This design comes from an exercise in tuning for small area and a short achievable clock period on the open sky130 flow, not from production work.
Where RTL was checked, it was by simulation tests only, not by an equivalence proof against the original.

==> inputs of run a <==
// fir_filter
module fir_filter (
    input clk,
    input rst,
    input clk_enable,
    input [2:0] filter_sel,
    input  signed [15:0] filter_in,
    output signed [15:0] filter_out
);
  wire phase;
  wire [5:0] age;
  wire [6:0] since;
  wire [5:0] filled;
  wire signed [15:0] sample_q;
  wire [6:0] neg_q, one_q, two_q;
  wire win_q;
  wire [2:0] sel_q;
  counter u_counter (
      .clk(clk),
      .rst(rst),
      .clk_enable(clk_enable),
      .phase(phase),
      .age(age),
      .since(since),
      .filled(filled)
  );
  delay_pipeline u_delay_pipeline (
      .clk(clk),
      .phase(phase),
      .age(age),
      .filter_in(filter_in),
      .sample_q(sample_q)
  );
  coeffs u_coeffs (
      .clk(clk),
      .filter_sel(filter_sel),
      .age(age),
      .since(since),
      .filled(filled),
      .neg_q(neg_q),
      .one_q(one_q),
      .two_q(two_q),
      .win_q(win_q),
      .sel_q(sel_q)
  );
  compute u_compute (
      .clk(clk),
      .rst(rst),
      .phase(phase),
      .since(since),
      .filled(filled),
      .sel_q(sel_q),
      .sample_q(sample_q),
      .neg_q(neg_q),
      .one_q(one_q),
      .two_q(two_q),
      .win_q(win_q),
      .filter_out(filter_out)
  );
endmodule
export LEC_CHECK = 0
export ABC_AREA = 1
export CAP_MARGIN = 20
export CORE_MARGIN = 2
export CORE_UTILIZATION = 60
export SETUP_SLACK_MARGIN = 0.2
export SLEW_MARGIN = 20
export SYNTH_MEMORY_MAX_BITS = 65536
create_clock -name core_clock -period 13.5 [get_ports {clk}]
standard.sh (not shown) runs the stock make flow with config.mk's settings and CLKGATE_MAP_FILE= SYNTH_SCRIPT=/design/flow/synth_recipe.tcl, a recipe that flattens the netlist after the stock synthesis.
==> flow/flow/run.sh <==
#!/bin/bash
# Own layout flow: the standard layout (standard.sh: ORFS synthesis and
# place-and-route with the standard flow's config and constraints), with these changes:
#  - synthesis: synth_recipe.tcl with Yosys's quick ABC pass inside 'synth'
#    skipped (-noabc), so the adders reach extract_fa as written; registers and
#    their names are the same as the standard synthesis's,
#  - ABC maps the logic with flow/abc.script in place of ORFS's script,
#  - the port buffers that ORFS inserts are sky130_fd_sc_hd__buf_4,
#  - clock tree synthesis: clusters of up to 26 sinks within 70 um, clkbuf_16
#    buffers, no dummy loads.
# ORFS's scripts are copied into this folder and only the ABC scripts replaced.
# Every tool's output is in orfs/logs/ (one log per step) and flow_make.log.
set -euo pipefail
W="$(pwd)"
rm -rf "$W/scripts_own"
cp -r "$FLOW_HOME/scripts" "$W/scripts_own"
cp "$W/flow/abc.script" "$W/scripts_own/abc_area.script"
cp "$W/flow/abc.script" "$W/scripts_own/abc_speed.script"
sed 's/yosys synth -nofsm -noshare {\*}\$args/yosys synth -nofsm -noshare -noabc {*}$args/' \
  "$W/synth_recipe.tcl" > "$W/own_synth.tcl"
grep -q -- '-noabc' "$W/own_synth.tcl"
sed "s#synth_recipe\.tcl#own_synth.tcl#g" "$W/standard.sh" > "$W/own_standard.sh"
grep -q own_synth.tcl "$W/own_standard.sh"
export SCRIPTS_DIR="$W/scripts_own"
export BUFFER_PORTS_ARGS="-buffer_cell sky130_fd_sc_hd__buf_4"
export CTS_ARGS="-sink_clustering_enable -repair_clock_nets -dont_use_dummy_load -sink_clustering_size 26 -sink_clustering_max_diameter 70 -buf_list sky130_fd_sc_hd__clkbuf_16"
bash "$W/own_standard.sh" > "$W/flow_make.log" 2>&1
==> flow/flow/abc.script <==
strash
dc2
dch -f
map
topo
stime -c
buffer -c
upsize -c
dnsize -c
==> inputs of run b, as changes to run a <==
--- a/flow/design.v
+++ b/flow/design.v
@@ -21,26 +21,18 @@
         tap_count <= tap_count + 6'd1;
         tap_zero  <= (tap_count == 6'd63);
       end
       if (phase) since <= 7'd1;
       else if (since != 7'd127) since <= since + 7'd1;
       if (phase && filled != 6'd63) filled <= filled + 6'd1;
     end
   end
-  wire [5:0] age_flip;
-  assign age_flip[0] = 1'b1;
-  genvar i;
-  generate
-    for (i = 1; i < 6; i = i + 1) begin : g_age
-      assign age_flip[i] = age_flip[i-1] & ~age[i-1];
-    end
-  endgenerate
   always @(posedge clk) begin
-    age <= age ^ (age_flip & {6{~phase}});
+    age <= age + {6{~phase}};
   end
 endmodule
 module coeff_rom (
     input  [2:0] filter_sel,
     input  [4:0] tap,
     output reg sign,
     output reg [12:0] magnitude
 );
@@ -321,43 +313,48 @@
   wire rom_sign;
   wire [12:0] rom_magnitude;
   coeff_rom u_coeff_rom (
       .filter_sel(sel_q),
       .tap(age[5] ? ~age[4:0] : age[4:0]),
       .sign(rom_sign),
       .magnitude(rom_magnitude)
   );
-  wire win = (since <= 7'd64);
-  wire use_slot = (age <= filled) && (filled != 6'd0) && win;
-  wire negative = rom_sign ^ ((sel_q == 3'd7) && age[5]);
-  wire [14:0] mx = {1'b0, use_slot ? rom_magnitude : 13'd0, 1'b0};
-  integer j;
+  reg [12:0] magnitude_q;
+  reg negative_q, use_q, win1;
   always @(posedge clk) begin
     sel_q <= filter_sel;
-    win_q <= win;
+    magnitude_q <= rom_magnitude;
+    negative_q <= rom_sign ^ ((sel_q == 3'd7) && age[5]);
+    use_q <= (age <= filled) && (filled != 6'd0) && (since <= 7'd64);
+    win1 <= (since <= 7'd64);
+  end
+  wire [14:0] mx = {1'b0, use_q ? magnitude_q : 13'd0, 1'b0};
+  integer j;
+  always @(posedge clk) begin
+    win_q <= win1;
     for (j = 0; j < 7; j = j + 1) begin
-      neg_q[j] <= (mx[2*j+2] ^ negative) & win;
+      neg_q[j] <= (mx[2*j+2] ^ negative_q) & win1;
       one_q[j] <= mx[2*j+1] ^ mx[2*j];
       two_q[j] <= (mx[2*j+2] & ~mx[2*j+1] & ~mx[2*j]) | (~mx[2*j+2] & mx[2*j+1] & mx[2*j]);
     end
   end
 endmodule
 module delay_pipeline (
     input clk,
     input phase,
     input [5:0] age,
     input signed [15:0] filter_in,
     output signed [15:0] sample_q
 );
   reg signed [15:0] newest;
   reg signed [15:0] ring[0:63];
   integer i;
   wire signed [15:0] sample = (age[5:1] == 5'd0) ? newest : ring[0];
-  assign sample_q = ring[63];
+  assign sample_q = ring[62];
   always @(posedge clk) begin
     if (phase) newest <= filter_in;
     for (i = 0; i < 63; i = i + 1) ring[i] <= ring[i+1];
     ring[63] <= sample;
   end
 endmodule
 module compute (
     input clk,
@@ -392,19 +389,17 @@
   assign pp1 = g_pp[1].r;
   assign pp2 = g_pp[2].r;
   assign pp3 = g_pp[3].r;
   assign pp4 = g_pp[4].r;
   assign pp5 = g_pp[5].r;
   assign pp6 = g_pp[6].r;
   reg [33:0] acc_s, acc_c;
   reg first;   
-  reg [17:0] result;
-  reg first2;   
-  reg signed [15:0] result_sat_q;
+  reg signed [15:0] result;
   reg [33:0] init;
   always @(*) begin
     case (sel_q)
       3'd0: init = 34'd5729550336;
       3'd1: init = 34'd5729550336;
       3'd2: init = 34'd5729550336;
       3'd3: init = 34'd5729550336;
       3'd4: init = 34'd5729550336;
@@ -569,34 +564,31 @@
   csa_fa u149 (t[238], pp6[17], t[237], t[298], t[299]);
   csa_fa u150 (c_in[30], s_in[30], t[239], t[300], t[301]);
   csa_ha u151 (c_in[31], s_in[31], t[302], t[303]);
   csa_ha u152 (c_in[32], s_in[32], t[304], t[305]);
   csa_ha u153 (c_in[33], s_in[33], t[306], t[307]);
   wire [33:0] s_next = {t[306], t[304], t[302], t[300], t[298], t[296], t[294], t[292], t[290], t[288], t[286], t[284], t[282], t[280], t[278], t[276], t[274], t[272], t[270], t[268], t[266], t[264], t[262], t[260], t[258], t[256], t[254], t[252], t[250], t[248], t[246], t[244], t[242], t[240]};
   wire [33:0] c_next = {t[305], t[303], t[301], t[299], t[297], t[295], t[293], t[291], t[289], t[287], t[285], t[283], t[281], t[279], t[277], t[275], t[273], t[271], t[269], t[267], t[265], t[263], t[261], t[259], t[257], t[255], t[253], t[251], t[249], t[247], t[245], t[243], t[241], pp0[0]};
   wire [33:0] acc = acc_s + acc_c;
-  wire [17:0] acc_hi = acc[33:16];
-  wire sat_pos = ~result[17] & result[16];
-  wire sat_neg = result[17] & ~result[16];
-  wire [15:0] result_sat = sat_pos ? 16'h7fff : sat_neg ? 16'h8000 : result[15:0];
+  wire sat_pos = ~acc[33] & acc[32];
+  wire sat_neg = acc[33] & ~acc[32];
+  wire [15:0] acc_sat = sat_pos ? 16'h7fff : sat_neg ? 16'h8000 : acc[31:16];
   always @(posedge clk) begin
     acc_s <= s_next;
     acc_c <= c_next;
-    first <= (since == 7'd1);
-    first2 <= first;
-    if (first) result <= acc_hi;
+    first <= (since == 7'd2);
   end
   always @(posedge clk, posedge rst) begin
     if (rst) begin
-      result_sat_q <= 16'sd0;
+      result <= 16'sd0;
       filter_out <= 16'sd0;
     end else begin
-      if (first2) result_sat_q <= (filled[5:1] != 5'd0) ? result_sat : 16'd0;
-      if (phase) filter_out <= result_sat_q;
+      if (first) result <= (filled[5:1] != 5'd0) ? acc_sat : 16'd0;
+      if (phase) filter_out <= result;
     end
   end
 endmodule
 module csa_fa (
     input a,
     input b,
     input c,
     output s,
==> flow/run.sh (new file) <==
#!/bin/bash
# synth_recipe.tcl (not shown) runs the flow's synth.tcl, then flattens the netlist and writes it again
# the make line also repeats each setting of config.mk as NAME=value (left out here)
make -C /OpenROAD-flow-scripts/flow DESIGN_CONFIG=/design/flow/config.mk WORK_HOME=/design/flow/orfs CLKGATE_MAP_FILE= SYNTH_SCRIPT=/design/flow/synth_recipe.tcl finish
--- a/flow/config.mk
+++ b/flow/config.mk
@@ -4,11 +4,14 @@
 export VERILOG_FILES = /design/flow/design.v
 export SDC_FILE = /design/flow/constraint.sdc
 export NUM_CORES = 4
 export LEC_CHECK = 0
 export ABC_AREA = 1
 export CAP_MARGIN = 20
 export CORE_MARGIN = 2
 export CORE_UTILIZATION = 60
+export CTS_BUF_LIST = sky130_fd_sc_hd__clkbuf_16
+export CTS_CLUSTER_DIAMETER = 70
+export CTS_CLUSTER_SIZE = 26
 export SETUP_SLACK_MARGIN = 0.2
 export SLEW_MARGIN = 20
 export SYNTH_MEMORY_MAX_BITS = 65536
removed: flow/flow/run.sh
removed: flow/flow/abc.script
removed: flow/standard.sh
==> inputs of run c, as changes to run a <==
--- a/flow/design.v
+++ b/flow/design.v
@@ -321,43 +321,48 @@
   wire rom_sign;
   wire [12:0] rom_magnitude;
   coeff_rom u_coeff_rom (
       .filter_sel(sel_q),
       .tap(age[5] ? ~age[4:0] : age[4:0]),
       .sign(rom_sign),
       .magnitude(rom_magnitude)
   );
-  wire win = (since <= 7'd64);
-  wire use_slot = (age <= filled) && (filled != 6'd0) && win;
-  wire negative = rom_sign ^ ((sel_q == 3'd7) && age[5]);
-  wire [14:0] mx = {1'b0, use_slot ? rom_magnitude : 13'd0, 1'b0};
-  integer j;
+  reg [12:0] magnitude_q;
+  reg negative_q, use_q, win1;
   always @(posedge clk) begin
     sel_q <= filter_sel;
-    win_q <= win;
+    magnitude_q <= rom_magnitude;
+    negative_q <= rom_sign ^ ((sel_q == 3'd7) && age[5]);
+    use_q <= (age <= filled) && (filled != 6'd0) && (since <= 7'd64);
+    win1 <= (since <= 7'd64);
+  end
+  wire [14:0] mx = {1'b0, use_q ? magnitude_q : 13'd0, 1'b0};
+  integer j;
+  always @(posedge clk) begin
+    win_q <= win1;
     for (j = 0; j < 7; j = j + 1) begin
-      neg_q[j] <= (mx[2*j+2] ^ negative) & win;
+      neg_q[j] <= (mx[2*j+2] ^ negative_q) & win1;
       one_q[j] <= mx[2*j+1] ^ mx[2*j];
       two_q[j] <= (mx[2*j+2] & ~mx[2*j+1] & ~mx[2*j]) | (~mx[2*j+2] & mx[2*j+1] & mx[2*j]);
     end
   end
 endmodule
 module delay_pipeline (
     input clk,
     input phase,
     input [5:0] age,
     input signed [15:0] filter_in,
     output signed [15:0] sample_q
 );
   reg signed [15:0] newest;
   reg signed [15:0] ring[0:63];
   integer i;
   wire signed [15:0] sample = (age[5:1] == 5'd0) ? newest : ring[0];
-  assign sample_q = ring[63];
+  assign sample_q = ring[62];
   always @(posedge clk) begin
     if (phase) newest <= filter_in;
     for (i = 0; i < 63; i = i + 1) ring[i] <= ring[i+1];
     ring[63] <= sample;
   end
 endmodule
 module compute (
     input clk,
@@ -393,18 +398,16 @@
   assign pp2 = g_pp[2].r;
   assign pp3 = g_pp[3].r;
   assign pp4 = g_pp[4].r;
   assign pp5 = g_pp[5].r;
   assign pp6 = g_pp[6].r;
   reg [33:0] acc_s, acc_c;
   reg first;   
   reg [17:0] result;
-  reg first2;   
-  reg signed [15:0] result_sat_q;
   reg [33:0] init;
   always @(*) begin
     case (sel_q)
       3'd0: init = 34'd5729550336;
       3'd1: init = 34'd5729550336;
       3'd2: init = 34'd5729550336;
       3'd3: init = 34'd5729550336;
       3'd4: init = 34'd5729550336;
@@ -576,27 +579,25 @@
   wire [33:0] acc = acc_s + acc_c;
   wire [17:0] acc_hi = acc[33:16];
   wire sat_pos = ~result[17] & result[16];
   wire sat_neg = result[17] & ~result[16];
   wire [15:0] result_sat = sat_pos ? 16'h7fff : sat_neg ? 16'h8000 : result[15:0];
   always @(posedge clk) begin
     acc_s <= s_next;
     acc_c <= c_next;
-    first <= (since == 7'd1);
-    first2 <= first;
-    if (first) result <= acc_hi;
+    first <= (since == 7'd2);
   end
   always @(posedge clk, posedge rst) begin
     if (rst) begin
-      result_sat_q <= 16'sd0;
+      result <= 18'd0;
       filter_out <= 16'sd0;
     end else begin
-      if (first2) result_sat_q <= (filled[5:1] != 5'd0) ? result_sat : 16'd0;
-      if (phase) filter_out <= result_sat_q;
+      if (first) result <= (filled[5:1] != 5'd0) ? acc_hi : 18'd0;
+      if (phase) filter_out <= result_sat;
     end
   end
 endmodule
 module csa_fa (
     input a,
     input b,
     input c,
     output s,
==> inputs of run d, as changes to run a <==
--- a/flow/design.v
+++ b/flow/design.v
@@ -392,19 +392,17 @@
   assign pp1 = g_pp[1].r;
   assign pp2 = g_pp[2].r;
   assign pp3 = g_pp[3].r;
   assign pp4 = g_pp[4].r;
   assign pp5 = g_pp[5].r;
   assign pp6 = g_pp[6].r;
   reg [33:0] acc_s, acc_c;
   reg first;   
-  reg [17:0] result;
-  reg first2;   
-  reg signed [15:0] result_sat_q;
+  reg signed [15:0] result;
   reg [33:0] init;
   always @(*) begin
     case (sel_q)
       3'd0: init = 34'd5729550336;
       3'd1: init = 34'd5729550336;
       3'd2: init = 34'd5729550336;
       3'd3: init = 34'd5729550336;
       3'd4: init = 34'd5729550336;
@@ -570,33 +568,31 @@
   csa_fa u150 (c_in[30], s_in[30], t[239], t[300], t[301]);
   csa_ha u151 (c_in[31], s_in[31], t[302], t[303]);
   csa_ha u152 (c_in[32], s_in[32], t[304], t[305]);
   csa_ha u153 (c_in[33], s_in[33], t[306], t[307]);
   wire [33:0] s_next = {t[306], t[304], t[302], t[300], t[298], t[296], t[294], t[292], t[290], t[288], t[286], t[284], t[282], t[280], t[278], t[276], t[274], t[272], t[270], t[268], t[266], t[264], t[262], t[260], t[258], t[256], t[254], t[252], t[250], t[248], t[246], t[244], t[242], t[240]};
   wire [33:0] c_next = {t[305], t[303], t[301], t[299], t[297], t[295], t[293], t[291], t[289], t[287], t[285], t[283], t[281], t[279], t[277], t[275], t[273], t[271], t[269], t[267], t[265], t[263], t[261], t[259], t[257], t[255], t[253], t[251], t[249], t[247], t[245], t[243], t[241], pp0[0]};
   wire [33:0] acc = acc_s + acc_c;
   wire [17:0] acc_hi = acc[33:16];
-  wire sat_pos = ~result[17] & result[16];
-  wire sat_neg = result[17] & ~result[16];
-  wire [15:0] result_sat = sat_pos ? 16'h7fff : sat_neg ? 16'h8000 : result[15:0];
+  wire sat_pos = ~acc_hi[17] & acc_hi[16];
+  wire sat_neg = acc_hi[17] & ~acc_hi[16];
+  wire [15:0] acc_sat = sat_pos ? 16'h7fff : sat_neg ? 16'h8000 : acc_hi[15:0];
   always @(posedge clk) begin
     acc_s <= s_next;
     acc_c <= c_next;
     first <= (since == 7'd1);
-    first2 <= first;
-    if (first) result <= acc_hi;
   end
   always @(posedge clk, posedge rst) begin
     if (rst) begin
-      result_sat_q <= 16'sd0;
+      result <= 16'sd0;
       filter_out <= 16'sd0;
     end else begin
-      if (first2) result_sat_q <= (filled[5:1] != 5'd0) ? result_sat : 16'd0;
-      if (phase) filter_out <= result_sat_q;
+      if (first) result <= (filled[5:1] != 5'd0) ? acc_sat : 16'd0;
+      if (phase) filter_out <= result;
     end
   end
 endmodule
 module csa_fa (
     input a,
     input b,
     input c,
     output s,
==> summary.txt <==
Bufs and invs on worst path=5; gpl congestion=0.956; clock latency on the worst-skew pair=0.65 ns; status=no timing/DRC/antenna violations; Initial Utilization=60.4%; Synth Area in XOR/XNOR=between 3 and 4%; nonclk inv count=253; critical path required time=approximately 14 ns
Source of the figures above: run d

==> summary.txt <==
nonclk inv count=around 370; critical path required time=between 10 and 15 ns; Bufs and invs on worst path=3; status=no timing/DRC/antenna violations; Synth Area in XOR/XNOR=3.29%
Source of the figures above: run b

==> summary.txt <==
critical path required time=14.06 ns; Synth Area in XOR/XNOR=around 3.4%; nonclk inv count=around 260; gpl congestion=around 0.96; Initial Utilization=60.7%; status=no timing/DRC/antenna violations
Source of the figures above: run c

==> summary.txt <==
clock latency on the worst-skew pair=0.66 ns; Bufs and invs on worst path=2; Initial Utilization=60.3%; nonclk inv count=252; Synth Area in XOR/XNOR=3.83%; status=no timing/DRC/antenna violations; die width=250 um
Source of the figures above: run a

Function not checked in run c and run d: the RTL went through the layout flow alone.

==> static timing again, ports no longer ideal <==
How much do the figures lean on ideal ports? The routed layouts below were timed once more, with nothing changed but the port constraints.
Step 1 sets driving cells, clkbuf_16 on the clock port and buf_2 on the other inputs (assumed; they add their load-dependent delay and slew).
Step 2 times the ports against the registers' clock, not the clock port: input delays grow and output delays shrink by t, the midpoint of the rising clock arrivals with the driver on.
Slacks: ideal / step 1 / step 2; pairs: ideal / step 1.
run | shift t [ns] | slack for setup (ns) | latest minus earliest clock arrival (ns) | slew at the worst register clock pin (ns)
run a | 0.662 | 9.562 / 9.535 / 8.921 | 0.132 / 0.132 | 0.10 / 0.10
run b | 0.708 | 9.190 / 9.153 / 8.524 | 0.075 / 0.075 | 0.10 / 0.10
run c | 0.645 | 8.824 / 8.838 / 8.193 | 0.112 / 0.112 | 0.10 / 0.10
run d | 0.657 | 9.150 / 9.150 / 8.712 | 0.135 / 0.135 | 0.10 / 0.10
After both steps every run listed still meets setup and hold. The setup slack of run b, which loses most, moves by -0.037 ns with the drivers and by -0.666 ns with both steps.
